This design comes from an exercise in tuning for small area on the open sky130 flow, not from production work. Only simulation tests tie the RTL to the original design; equivalence was not proved. Power and IR drop assume default switching activity.

==> design.v <==
`timescale 1ns/1ns
module ahb_decoder #(
    parameter NUM_S = 3
)(
    input wire HCLK,
    input wire HRESETn,
    input wire [31:0] HADDR,
    output wire HSEL0,
    output wire HSEL1,
    output wire HSEL2,
    output wire HSELd
);
    localparam  S0_START_ADDR = 16'h0000,
                S1_START_ADDR = 16'h0010,
                S2_START_ADDR = 16'h0020,
                S3_START_ADDR = 16'h0030;
    localparam  S_ADDR_SIZE = 16'h0010;
    localparam  S0_END_ADDR = S0_START_ADDR + S_ADDR_SIZE - 1'b1,
                S1_END_ADDR = S1_START_ADDR + S_ADDR_SIZE - 1'b1,
                S2_END_ADDR = S2_START_ADDR + S_ADDR_SIZE - 1'b1,
                S3_END_ADDR = S3_START_ADDR + S_ADDR_SIZE - 1'b1;
    wire [15:0] h_haddr;
    assign h_haddr = HADDR[31:16];
    reg [NUM_S-1+1:0] hsel;
    always @(*) begin
        if((NUM_S>0) && (h_haddr>=S0_START_ADDR) && (h_haddr<=S0_START_ADDR))
            hsel <= 4'b0001;
        else if((NUM_S>1) && (h_haddr>=S1_START_ADDR) && (h_haddr<=S1_START_ADDR))
            hsel <= 4'b0010;
        else if((NUM_S>2) && (h_haddr>=S2_START_ADDR) && (h_haddr<=S2_START_ADDR))
            hsel <= 4'b0100;
        else
            hsel <= 4'b1000;
    end
    assign {HSELd, HSEL2, HSEL1, HSEL0} = hsel[3:0];
endmodule  
`timescale 1ns/10ps
module ahb_multiplexor #(
    parameter NUM_S = 3
)(
    input wire HCLK,
    input wire HRESETn,
    input wire HSEL0,
    input wire HSEL1,
    input wire HSEL2,
    input wire HSELd,
    input wire [31:0] HRDATA0,
    input wire HRESP0,
    input wire HREADY0,
    input wire [31:0] HRDATA1,
    input wire HRESP1,
    input wire HREADY1,
    input wire [31:0] HRDATA2,
    input wire HRESP2,
    input wire HREADY2,
    input wire [31:0] HRDATAd,
    input wire HRESPd,
    input wire HREADYd,
    output reg [31:0] HRDATA,
    output reg HRESP,
    output reg HREADY
);
    localparam D_HSEL0 = 4'b0001;
    localparam D_HSEL1 = 4'b0010;
    localparam D_HSEL2 = 4'b0100;
    localparam D_HSELd = 4'b1000;
    wire [3:0] hsel = {HSELd,HSEL2,HSEL1,HSEL0};
    reg  [3:0] hsel_r;
    always @ (posedge HCLK or negedge HRESETn) begin
        if (~HRESETn)   hsel_r <= 'h0;
        else if(HREADY) hsel_r <= hsel;  
    end
    always @ (hsel_r or HREADY0 or HREADY1 or HREADY2 or HREADYd) begin
        case(hsel_r)
            D_HSEL0: HREADY = HREADY0;  
            D_HSEL1: HREADY = HREADY1;
            D_HSEL2: HREADY = HREADY2;
            D_HSELd: HREADY = HREADYd;
            default: HREADY = 1'b1;
        endcase
    end
    always @ (hsel_r or HRDATA0 or HRDATA1 or HRDATA2 or HRDATAd) begin
        case(hsel_r)
            D_HSEL0: HRDATA = HRDATA0;
            D_HSEL1: HRDATA = HRDATA1;
            D_HSEL2: HRDATA = HRDATA2;
            D_HSELd: HRDATA = HRDATAd;
            default: HRDATA = 32'b0;
        endcase
    end
    always @ (hsel_r or HRESP0 or HRESP1 or HRESP2 or HRESPd) begin
        case(hsel_r)
            D_HSEL0: HRESP = HRESP0;
            D_HSEL1: HRESP = HRESP1;
            D_HSEL2: HRESP = HRESP2;
            D_HSELd: HRESP = HRESPd;
            default: HRESP = 2'b01;  
        endcase
    end
endmodule
`timescale 1ns/10ps
module ahb_default_slave(
    input wire HCLK, 
    input wire HRESETn,
	input wire HSEL,
    input wire [31:0] HADDR,
	input wire HWRITE,
	input wire [2:0] HSIZE,
    input wire [2:0] HBURST,
	input wire [3:0] HPROT,
    input wire [1:0] HTRANS,
    input wire HMASTERLOCK,
	input wire HREADY,
    input wire [31:0] HWDATA,
	output wire HRESP,
	output wire HREADYOUT,
	output wire [31:0]    HRDATA
);
    wire        hsel = HSEL;
    wire [31:0] haddr = HADDR;
    wire [31:0] hwdata = HWDATA;
    wire        hwrite = HWRITE;
    wire [ 1:0] htrans = HTRANS;
    wire [ 2:0] hsize = HSIZE;
    wire [ 2:0] hburst = HBURST;
    wire [ 3:0] hprot = HPROT;
    wire        hmasterlock = HMASTERLOCK;
    wire        hready = HREADY;
    reg         hresp;
    reg         hreadyout;
    wire [31:0] hrdata = 32'h0;
    assign HRESP = hresp;
    assign HREADYOUT = hreadyout;
    assign HRDATA = hrdata;
    reg [1:0] state;
    localparam  STH_IDLE   = 2'h0,
                STH_WRITE  = 2'h1,
                STH_READ   = 2'h2;
    always @ (posedge HCLK or negedge HRESETn) begin
        if (!HRESETn) begin
            hresp     <= 1'b0;  
            hreadyout <= 1'b1;
        end else begin
            case (state)
            STH_IDLE: begin
                if (hsel && hready) begin
                    case (htrans)
                    2'b00, 2'b01: begin
                        hreadyout <= 1'b1;
                        hresp     <= 1'b0;  
                    end
                    2'b10, 2'b11: begin
                        hreadyout <= 1'b0;
                        hresp     <= 1'b1;  
                    end
                    endcase
                    end else begin
                        hreadyout <= 1'b1;
                        hresp     <= 1'b0;  
                    end
                end  
            STH_WRITE: begin
                hreadyout <= 1'b1;
                hresp     <= 1'b1;  
            end  
            STH_READ: begin
                hreadyout <= 1'b1;
                hresp     <= 1'b1;  
            end  
            endcase  
        end
    end
    always @ (posedge HCLK or negedge HRESETn) begin
        if (!HRESETn)
            state     <= STH_IDLE;
        else begin
            case (state)
            STH_IDLE: begin
                if (hsel && hready) begin
                    case (htrans)
                    2'b00, 2'b01:
                        state     <= STH_IDLE;
                    2'b10, 2'b11: begin
                        if (hwrite)
                            state <= STH_WRITE;
                        else
                            state <= STH_READ;
                    end
                    endcase  
                end
            end  
            STH_WRITE: 
                state     <= STH_IDLE;
            STH_READ:
                state     <= STH_IDLE;
            endcase  
        end
    end
endmodule
`timescale 1ns/10ps
module ahb_slave(
    input wire HCLK, 
    input wire HRESETn,
    input wire HSEL,
    input wire [31:0] HADDR,
    input wire HWRITE,
    input wire [2:0] HSIZE,
    input wire [2:0] HBURST,
    input wire [3:0] HPROT,
    input wire [1:0] HTRANS,
    input wire HMASTERLOCK,
    input wire HREADYin,
    input wire [31:0] HWDATA,
    output wire HRESP,
    output reg  HREADYout,
    output wire [31:0] HRDATA
);
    assign HRESP = 2'b00;  
    localparam T_ADDR_WID = 4;
    reg  [T_ADDR_WID-1:0] T_ADDR;   
    reg  [T_ADDR_WID-1:0] T_WADDR;  
    reg                   T_WREN;
    reg  [31:0]           T_WDATA;  
    wire [31:0]           T_RDATA;  
    reg  [ 2:0]           T_SIZE;
    reg [2:0] state;
    localparam  STH_IDLE   = 3'h0,
                STH_WR = 3'h1,
                STH_RD  = 3'h2;
    always @ (posedge HCLK or negedge HRESETn) begin
        if (!HRESETn) begin
            HREADYout <=  1'b1;
            T_ADDR    <=   'h0;
            T_WADDR   <=   'h0;
            T_WREN    <=  1'b0;
            T_WDATA   <=  32'h0;
            T_SIZE    <=  3'h0;
            state     <= STH_IDLE;
        end else begin
            HREADYout <= 1'b1;
            if (state == STH_WR) begin
                T_WREN  <= 1'b1;
                T_WADDR <= T_ADDR;
                T_WDATA <= HWDATA;
            end else begin
                T_WREN  <= 1'b0;
            end
            if (HSEL && HREADYin && HTRANS[1]) begin  
                T_ADDR <= HADDR[T_ADDR_WID-1:0];
                T_SIZE <= HSIZE;
                if (HWRITE)
                    state <= STH_WR;
                else
                    state <= STH_RD;
            end else begin
                state <= STH_IDLE;
            end
        end  
    end  
    assign HRDATA = (T_WREN && (T_WADDR == T_ADDR)) ? T_WDATA : T_RDATA;
    parameter ADDR_WIDTH = T_ADDR_WID;
    parameter MEM_DEPTH = 2**ADDR_WIDTH;
    reg  [31:0] sram_mem[0:MEM_DEPTH-1];
    wire wren;
    wire [ADDR_WIDTH-1:0] waddr;
    wire [31:0] wdata;
    wire [ADDR_WIDTH-1:0] raddr;
    wire [31:0] rdata;
    assign wren = T_WREN;
    assign raddr = T_ADDR;
    assign T_RDATA = rdata;
    assign waddr = T_WADDR;
    assign wdata = T_WDATA;
    always @(posedge HCLK ) begin
        if(wren) sram_mem[waddr] <= wdata;
    end
    assign rdata = sram_mem[raddr];
endmodule
`timescale 1ns/10ps
module ahb_bus #(
    parameter NUM_S = 3
)(
    input  wire sys_clk,     
    input  wire sys_rstn,
	input wire [31:0] M_HADDR,
	input wire 	   M_HWRITE,
	input wire [ 2:0] M_HSIZE,
	input wire [ 2:0] M_HBURST,
	input wire [ 3:0] M_HPROT,
	input wire [ 1:0] M_HTRANS,
	input wire 	   M_HMASTLOCK,
	input wire [31:0] M_HWDATA,
    output wire [NUM_S-1:0] HSEL,
	output wire [31:0] HADDR,
	output wire 	   HWRITE,
	output wire [ 2:0] HSIZE,
	output wire [ 2:0] HBURST,
	output wire [ 3:0] HPROT,
	output wire [ 1:0] HTRANS,
	output wire 	   HMASTLOCK,
	output wire [31:0] HWDATA,
    input wire [31:0] S_HRDATA0,
    input wire S_HRESP0,
    input wire S_HREADY0,
    input wire [31:0] S_HRDATA1,
    input wire S_HRESP1,
    input wire S_HREADY1,
    input wire [31:0] S_HRDATA2,
    input wire S_HRESP2,
    input wire S_HREADY2,
    output wire [31:0] HRDATA,
    output wire HRESP,
    output wire HREADY
);
    wire [31:0]    haddr;
    wire           hwrite;
    wire [2:0]     hsize;
    wire [2:0]     hburst;
    wire [3:0]     hprot;
    wire [1:0]     htrans;
    wire           hmastlock;
    wire [31:0]    hwdata;
    wire           hready_0 = S_HREADY0;
    wire           hresp_0 = S_HRESP0;
    wire [31:0]    hrdata_0 = S_HRDATA0;
    wire           hready_1 = S_HREADY1;
    wire           hresp_1 = S_HRESP1;
    wire [31:0]    hrdata_1 = S_HRDATA1;
    wire           hready_2 = S_HREADY2;
    wire           hresp_2 = S_HRESP2;
    wire [31:0]    hrdata_2 = S_HRDATA2;
    wire           hresp_d;
    wire           hready_d;
    wire [31:0]    hrdata_d;
    wire hsel_0;
    wire hsel_1;
    wire hsel_2;
    wire hsel_d;
    wire           hready;
    wire           hresp;
    wire [31:0]    hrdata;
    assign haddr = M_HADDR;
    assign hwrite = M_HWRITE;
	assign hsize = M_HSIZE;
	assign hburst = M_HBURST;
	assign hprot = M_HPROT;
	assign htrans = M_HTRANS;
	assign hmastlock = M_HMASTLOCK;
	assign hwdata = M_HWDATA;
    assign HADDR  = M_HADDR;
    assign HTRANS = M_HTRANS;
    assign HSIZE  = M_HSIZE;
    assign HBURST = M_HBURST;
    assign HWRITE = M_HWRITE;
    assign HPROT  = M_HPROT;
    assign HWDATA = M_HWDATA;
    assign HMASTLOCK = M_HMASTLOCK;
    assign HSEL = {hsel_2, hsel_1, hsel_0};
    assign HREADY = hready;
    assign HRESP = hresp;
    assign HRDATA = hrdata;
    ahb_default_slave u0_ahb_default_slave (
        .HCLK        ( sys_clk     ),
        .HRESETn     ( sys_rstn    ),
        .HSEL        ( hsel_d      ),
        .HADDR       ( haddr       ),
        .HWRITE      ( hwrite      ),
        .HSIZE       ( hsize       ),
        .HBURST      ( hburst      ),
        .HPROT       ( hprot       ),
        .HTRANS      ( htrans      ),
        .HMASTERLOCK ( hmastlock   ),
        .HREADY      ( hready      ),
        .HWDATA      ( hwdata      ),
        .HRESP       ( hresp_d     ),
        .HREADYOUT   ( hready_d    ),
        .HRDATA      ( hrdata_d    )
    );
    ahb_decoder #(
        .NUM_S   ( 3 )
    ) u_ahb_decoder (
        .HCLK    ( sys_clk  ),
        .HRESETn ( sys_rstn ),
        .HADDR   ( haddr    ),
        .HSEL0   ( hsel_0   ),
        .HSEL1   ( hsel_1   ),
        .HSEL2   ( hsel_2   ),
        .HSELd   ( hsel_d   )
    );
    ahb_multiplexor #(
        .NUM_S      ( 3 )
    ) u_ahb_multiplexor (
        .HCLK       ( sys_clk  ),
        .HRESETn    ( sys_rstn ),
        .HSEL0   ( hsel_0   ),
        .HSEL1   ( hsel_1   ),
        .HSEL2   ( hsel_2   ),
        .HSELd   ( hsel_d   ),
        .HRDATA0    ( hrdata_0   ),
        .HRESP0     ( hresp_0    ),
        .HREADY0    ( hready_0   ),
        .HRDATA1    ( hrdata_1   ),
        .HRESP1     ( hresp_1    ),
        .HREADY1    ( hready_1   ),
        .HRDATA2    ( hrdata_2   ),
        .HRESP2     ( hresp_2    ),
        .HREADY2    ( hready_2   ),
        .HRDATAd    ( hrdata_d   ),
        .HRESPd     ( hresp_d    ),
        .HREADYd    ( hready_d   ),
        .HRDATA     ( hrdata     ),
        .HRESP      ( hresp      ),
        .HREADY     ( hready     )
    );
endmodule
`timescale 1ns/10ps
module ahb_top(
    input  wire sys_clk,
    input  wire sys_rstn,
    input  wire [31:0] HADDR,
    input  wire        HWRITE,
    input  wire [ 2:0] HSIZE,
    input  wire [ 2:0] HBURST,
    input  wire [ 3:0] HPROT,
    input  wire [ 1:0] HTRANS,
    input  wire        HMASTLOCK,
    input  wire [31:0] HWDATA,
    output wire        HREADY,
    output wire        HRESP,
    output wire [31:0] HRDATA
);
    parameter NUM_S = 3;
    wire hready;
    wire [31:0]    m_haddr     = HADDR;
    wire           m_hwrite    = HWRITE;
    wire [2:0]     m_hsize     = HSIZE;
    wire [2:0]     m_hburst    = HBURST;
    wire [3:0]     m_hprot     = HPROT;
    wire [1:0]     m_htrans    = HTRANS;
    wire           m_hmastlock = HMASTLOCK;
    wire [31:0]    m_hwdata    = HWDATA;
    wire           m_hready = hready;
    wire           m_hresp;
    wire [31:0]    m_hrdata;
    assign HREADY = m_hready;
    assign HRESP  = m_hresp;
    assign HRDATA = m_hrdata;
    wire [NUM_S-1:0] s_hsel;
    wire [31:0]    s_haddr;
    wire           s_hwrite;
    wire [2:0]     s_hsize;
    wire [2:0]     s_hburst;
    wire [3:0]     s_hprot;
    wire [1:0]     s_htrans;
    wire           s_hmastlock;
    wire           s_hready_in = hready;
    wire [31:0]    s_hwdata;
    wire [NUM_S-1:0] s_hready_out;
    wire [NUM_S-1:0] s_hresp;
    wire [31:0] s_hrdata [NUM_S-1:0];
    genvar gi;
    generate
        for (gi = 0; gi < NUM_S; gi = gi + 1) begin : g_slave
            ahb_slave u_ahb_slave (
                .HCLK        ( sys_clk        ),
                .HRESETn     ( sys_rstn       ),
                .HSEL        ( s_hsel[gi]     ),
                .HADDR       ( s_haddr        ),
                .HWRITE      ( s_hwrite       ),
                .HSIZE       ( s_hsize        ),
                .HBURST      ( s_hburst       ),
                .HPROT       ( s_hprot        ),
                .HTRANS      ( s_htrans       ),
                .HMASTERLOCK ( s_hmastlock    ),
                .HREADYin    ( s_hready_in    ),
                .HWDATA      ( s_hwdata       ),
                .HRESP       ( s_hresp[gi]    ),
                .HREADYout   ( s_hready_out[gi] ),
                .HRDATA      ( s_hrdata[gi]   )
            );
        end
    endgenerate
    ahb_bus #(
        .NUM_S       ( 3 )
    ) u_ahb_bus (
        .sys_clk     ( sys_clk     ),
        .sys_rstn    ( sys_rstn    ),
        .M_HADDR     ( m_haddr     ),    
        .M_HWRITE    ( m_hwrite    ),
        .M_HSIZE     ( m_hsize     ),
        .M_HBURST    ( m_hburst    ),
        .M_HPROT     ( m_hprot     ),
        .M_HTRANS    ( m_htrans    ),
        .M_HMASTLOCK ( m_hmastlock ),
        .M_HWDATA    ( m_hwdata    ),
        .HSEL        ( s_hsel        ),    
        .HADDR       ( s_haddr       ),
        .HWRITE      ( s_hwrite      ),
        .HSIZE       ( s_hsize       ),
        .HBURST      ( s_hburst      ),
        .HPROT       ( s_hprot       ),
        .HTRANS      ( s_htrans      ),
        .HMASTLOCK   ( s_hmastlock   ),
        .HWDATA      ( s_hwdata      ),
        .S_HRDATA0   ( s_hrdata[0]   ),    
        .S_HRESP0    ( s_hresp[0]    ),
        .S_HREADY0   ( s_hready_out[0] ),
        .S_HRDATA1   ( s_hrdata[1]   ),    
        .S_HRESP1    ( s_hresp[1]    ),
        .S_HREADY1   ( s_hready_out[1] ),
        .S_HRDATA2   ( s_hrdata[2]   ),    
        .S_HRESP2    ( s_hresp[2]    ),
        .S_HREADY2   ( s_hready_out[2] ),
        .HRDATA      ( m_hrdata      ),    
        .HRESP       ( m_hresp       ),
        .HREADY      ( hready        )
    );
endmodule
==> run.sh <==
#!/bin/bash
# synth_recipe.tcl (not shown) runs the flow's synth.tcl, then flattens the netlist and writes it again
# the make line also repeats each setting of config.mk as NAME=value (left out here)
make -C /OpenROAD-flow-scripts/flow DESIGN_CONFIG=/design/flow/config.mk WORK_HOME=/design/flow/orfs CLKGATE_MAP_FILE= SYNTH_SCRIPT=/design/flow/synth_recipe.tcl finish
==> config.mk <==
export PLATFORM = sky130hd
export DESIGN_NAME = ahb_top
export DESIGN_NICKNAME = ahb_top
export VERILOG_FILES = /design/flow/design.v
export SDC_FILE = /design/flow/constraint.sdc
export NUM_CORES = 4
export LEC_CHECK = 0
export CAP_MARGIN = 20
export CORE_MARGIN = 2
export CORE_UTILIZATION = 40
export SLEW_MARGIN = 20
==> constraint.sdc <==
create_clock -name core_clock -period 10.0 [get_ports {sys_clk}]
set_input_delay 2.0000 -clock core_clock [delete_from_list [all_inputs] [get_ports {sys_clk}]]
set_output_delay 2.0000 -clock core_clock [all_outputs]
set_load 0.01 [all_outputs]
==> impl_metrics.json <==
{
  "cts_buffers": 165,
  "crit_fanout": 48,
  "initial_utilization": 0.4011,
  "leakage_uw": 0.01929,
  "synthArstFlopShare": 0.08189,
  "cp_data_required_time_ns": 8.00,
  "max_freq_ghz": 0.1412,
  "grt_setup_unrepaired": "false",
  "numClockSinks": 1673,
  "ios": 114,
  "crit_slowest_cell": "dfrtp_4",
  "worstHoldPathType": "reg2reg",
  "worstPathArrival_ns": 5.08,
  "hold_buffers": 0,
  "period_share": 0.7080,
  "cts_setup_buffers": 0,
  "grt_pass1_wl_mm": 238.9,
  "crit_end": "HRDATA[7]",
  "ctsLongestPathBuffers": 3,
  "crit_type": "reg2out",
  "register_area_um2": 49580,
  "start_kind": "flop",
  "tightest_slew_ns": 1.103,
  "final.min_clock_period_ns": 7.080,
  "dieHeight_um": 407.3,
  "placed_cells": 5281,
  "vias": 32361,
  "multi_input_area_um2": 14910,
  "r2r_slack_ns": 7.25,
  "p_int_uw": 11140,
  "slowest_delay_ns": 0.98,
  "dp_slack_ns": 3.552,
  "cellPowerDensity_nw_per_um2": 186.2,
  "fin_ws_ns": 2.920,
  "status": "finished clean",
  "antenna_found_initial": 9,
  "swShare": 0.1946,
  "syn_area_per_cell_um2": 20.88,
  "drive_gt1_frac": 0.2779,
  "p_clk_frac": 0.446,
  "grt_pass1_vias": 32456,
  "ant_nets": 0,
  "ys_seq_area_frac": 0.7616,
  "cp_num_buf_inv": 2,
  "cap_viol_max_count": 0,
  "synthesis.nets": 3198,
  "io_buffers": 89,
  "hold_viol_final": 0,
  "crit_start": "g_slave[0].u_ahb_slave.T_ADDR[0]",
  "r2r_cells": 3,
  "grtUsageTotal": 0.1994,
  "worstSetupEndpointType": "output pin",
  "post_cts_resized": 0,
  "fin_skew_ns": 0.02476,
  "yosysWarnings": 5,
  "drt_iter0_markers": 3484,
  "finalSetupTns_ns": 0,
  "clk_latency_ns": 0.79,
  "drcViolationCount": 0,
  "grt_overflow": 0,
  "fill_cells": 13673,
  "yosys_register_bits": 1673,
  "r2r_end": "g_slave[1].u_ahb_slave.sram_mem[4][25]",
  "seqPwrFrac": 0.545,
  "slew_headroom": 0.2640,
  "area_delta_synth_final_pct": 14.16,
  "power.switching_uw": 2692,
  "dr.pass1.iters": 5,
  "dp_hpwl_mm": 98.72,
  "cts_tree": "built",
  "finalPower_uw": 13830,
  "finalMaxSlewViolations": 0,
  "clkTransAtPathRegs_ns": 0.06,
  "fin_nets": 3355,
  "gp_congestion": 0.7841,
  "cp.depth": 7,
  "p_comb_frac": 0.008,
  "wl_mm": 166.2,
  "die-area_um2": 165900,
  "via_per_inst": 5.788,
  "synth_edf_count": 1536,
  "syn-instance-count": 3116,
  "final_util": 0.4579,
  "fp-row-count": 148,
  "crit_chain": "buf_4 -> mux4_2 -> mux2i_1 -> o211ai_1 -> o2111ai_1 -> nand4_1 -> clkdlybuf4s50_1",
  "path_delay_family": "buffers and inverters",
  "chipWidth_um": 407.3,
  "ys.flop_type": "edfxtp_1",
  "peakVddDrop_mv": 0.1890,
  "synth_area_um2": 65060,
  "grt_max_degree": 98,
  "avgRoutedWirePerCell_um": 29.72,
  "core_area_um2": 162200,
  "r2r_start": "g_slave[1].u_ahb_slave.T_WADDR[3]",
  "htreeDepth": 4,
  "cts_root_buffer": "clkbuf_16",
  "fin_cells": 5591,
  "synth.distinct_cells": 48,
  "setup_viol": 0
}
-- layout by cell type (no fill, tap or decap), types with 35 or more instances in the layout --
cell type	netlist	final
mux2_2	144	144
o211ai_1	64	64
mux2i_1	35	35
clkbuf_1	87	44
nand2_1	170	170
buf_4	12	97
clkdlybuf4s50_1	0	88
mux4_2	376	376
dfrtp_1	136	127
nor2_4	0	36
nand4_1	56	56
clkbuf_16	0	170
edfxtp_1	1536	1536
a22oi_1	67	67
nand3_1	49	49
-- final cells by class --
| type | count | share of cell area |
|---|---|---|
| Sequential cell | 1673 | 0.6676 |
| Multi-Input combinational cell | 1239 | 0.2008 |
| Clock buffer | 226 | 0.06173 |
| Tap cell | 2175 | 0.03664 |
| Timing Repair Buffer | 187 | 0.02200 |
| Clock inverter | 79 | 0.01075 |
| Inverter | 7 | 0.0003538 |
| Antenna cell | 5 | 0.0001685 |
-- power by group through the flow --
stage	Sequential (uW)	Clock (uW)	Combinational (uW)
6_report	7540	6170	117
5_1_grt	7540	6540	126
4_1_cts	7540	6290	119
3_5_place_dp	7690	0	118
3_3_place_gp	7690	0	119
2_1_floorplan	7690	0	42.4
-- Yosys cell counts, drive strengths merged, types with 32 or more instances --
library cell / count / area share
nand4: 56 / 0.0054
mux2i: 35 / 0.0054
mux2: 153 / 0.026
o211ai: 64 / 0.0074
edfxtp: 1536 / 0.71
nand2: 172 / 0.010
a21oi: 34 / 0.0026
mux4: 376 / 0.13
nand3: 50 / 0.0039
nor2: 68 / 0.0039
a22oi: 71 / 0.0085
buf: 108 / 0.0094
dfrtp: 136 / 0.052
clkbuf: 89 / 0.0052
o2111ai: 32 / 0.0043
-- logic make-up (layout without fill, tap and decap cells) --
group,count (synthesis),in the layout,synth area share
buffers and inverters,204,499,0.01494
adders and majority gates,2,2,0.0003846
and+or+nand+nor,404,404,0.02987
other,0,5,0
muxes,564,564,0.1620
DFF,1673,1673,0.7616
xor gates and xnor gates,12,12,0.001615
AOI/OAI and AO/OA,257,257,0.02952
-- worst min-delay path: cells and delay by family, from the launching register on --
| family | cells | cell delay, ns |
|---|---|---|
| and+or+nand+nor | 1 | 0.05 |
| AOI/OAI and AO/OA | 1 | 0.07 |
| DFF | 1 | 0.36 |
-- worst min-delay path by stage --
| stage | depth (start not counted) | start | to | slack [ns] |
|---|---|---|---|---|
| finish | 2 | u_ahb_bus.u0_ahb_default_slave.hresp | u_ahb_bus.u0_ahb_default_slave.hresp | 0.51 |
| global route | 2 | u_ahb_bus.u0_ahb_default_slave.hresp | u_ahb_bus.u0_ahb_default_slave.hresp | 0.54 |
| CTS | 2 | u_ahb_bus.u0_ahb_default_slave.hresp | u_ahb_bus.u0_ahb_default_slave.hresp | 0.51 |
| detailed placement | 2 | u_ahb_bus.u0_ahb_default_slave.hresp | u_ahb_bus.u0_ahb_default_slave.hresp | 0.50 |
| global placement | 2 | u_ahb_bus.u0_ahb_default_slave.hresp | u_ahb_bus.u0_ahb_default_slave.hresp | 0.51 |
| floorplan | 2 | u_ahb_bus.u0_ahb_default_slave.hresp | u_ahb_bus.u0_ahb_default_slave.hresp | 0.44 |
-- flip-flops by register name, indices dropped and copies added (netlist names) --
register                                  count
u_ahb_bus.u0_ahb_default_slave.state          2
g_slave.u_ahb_slave.sram_mem               1536
g_slave.u_ahb_slave.T_WREN                    3
g_slave.u_ahb_slave.T_WADDR                  12
g_slave.u_ahb_slave.state                     6
g_slave.u_ahb_slave.T_WDATA                  96
u_ahb_bus.u0_ahb_default_slave.hresp          1
u_ahb_bus.u0_ahb_default_slave.hreadyout      1
g_slave.u_ahb_slave.T_ADDR                   12
u_ahb_bus.u_ahb_multiplexor.hsel_r            4
-- metal layers --
metal,vias up,GRT usage,part of all wire
li1,13348,-,-
met1,17520,0.2813,0.42
met2,1262,0.3187,0.49
met3,229,0.03564,0.073
met4,2,0.05811,0.025
met5,-,0,0.000072
-- per-stage QoR --
stage	hold WS, ns	instance area (um^2)
finish	0.5095	74270
global placement	0.5050	68860
CTS	0.5116	74260
global route	0.5405	74260
detailed placement	0.4983	68880
floorplan	0.4447	65060

[afterwards: timing with drivers on the ports]
How much do the figures lean on ideal ports? The routed layout below was timed once more, with nothing changed but the port constraints. Step 1 (the two cells are an assumption about what drives the block):
set clk [get_ports {sys_clk}]
set_driving_cell -lib_cell sky130_fd_sc_hd__clkbuf_16 $clk
set_driving_cell -lib_cell sky130_fd_sc_hd__buf_2 [delete_from_list [all_inputs] $clk]
Step 2 adds t to the input delays and takes it off the output delays; t is the mean of the earliest and latest rising clock arrival at the registers after step 1. Input paths then give back, and output paths get back, about the clock's delay inside the block. Three values: no drivers, after step 1, after step 2; two values: the first two.
t, ns: 0.865
setup WS [ns]: 2.920 / 2.836 / 3.701
hold slack, ns: 0.510 / 0.510 / 0.510
clock arrival spread, ns: 0.031 / 0.031
pins driven straight from the clock port: 1
After both steps this run still meets setup and hold. The setup slack of this run moves by -0.084 ns with the drivers and by +0.781 ns with both steps.
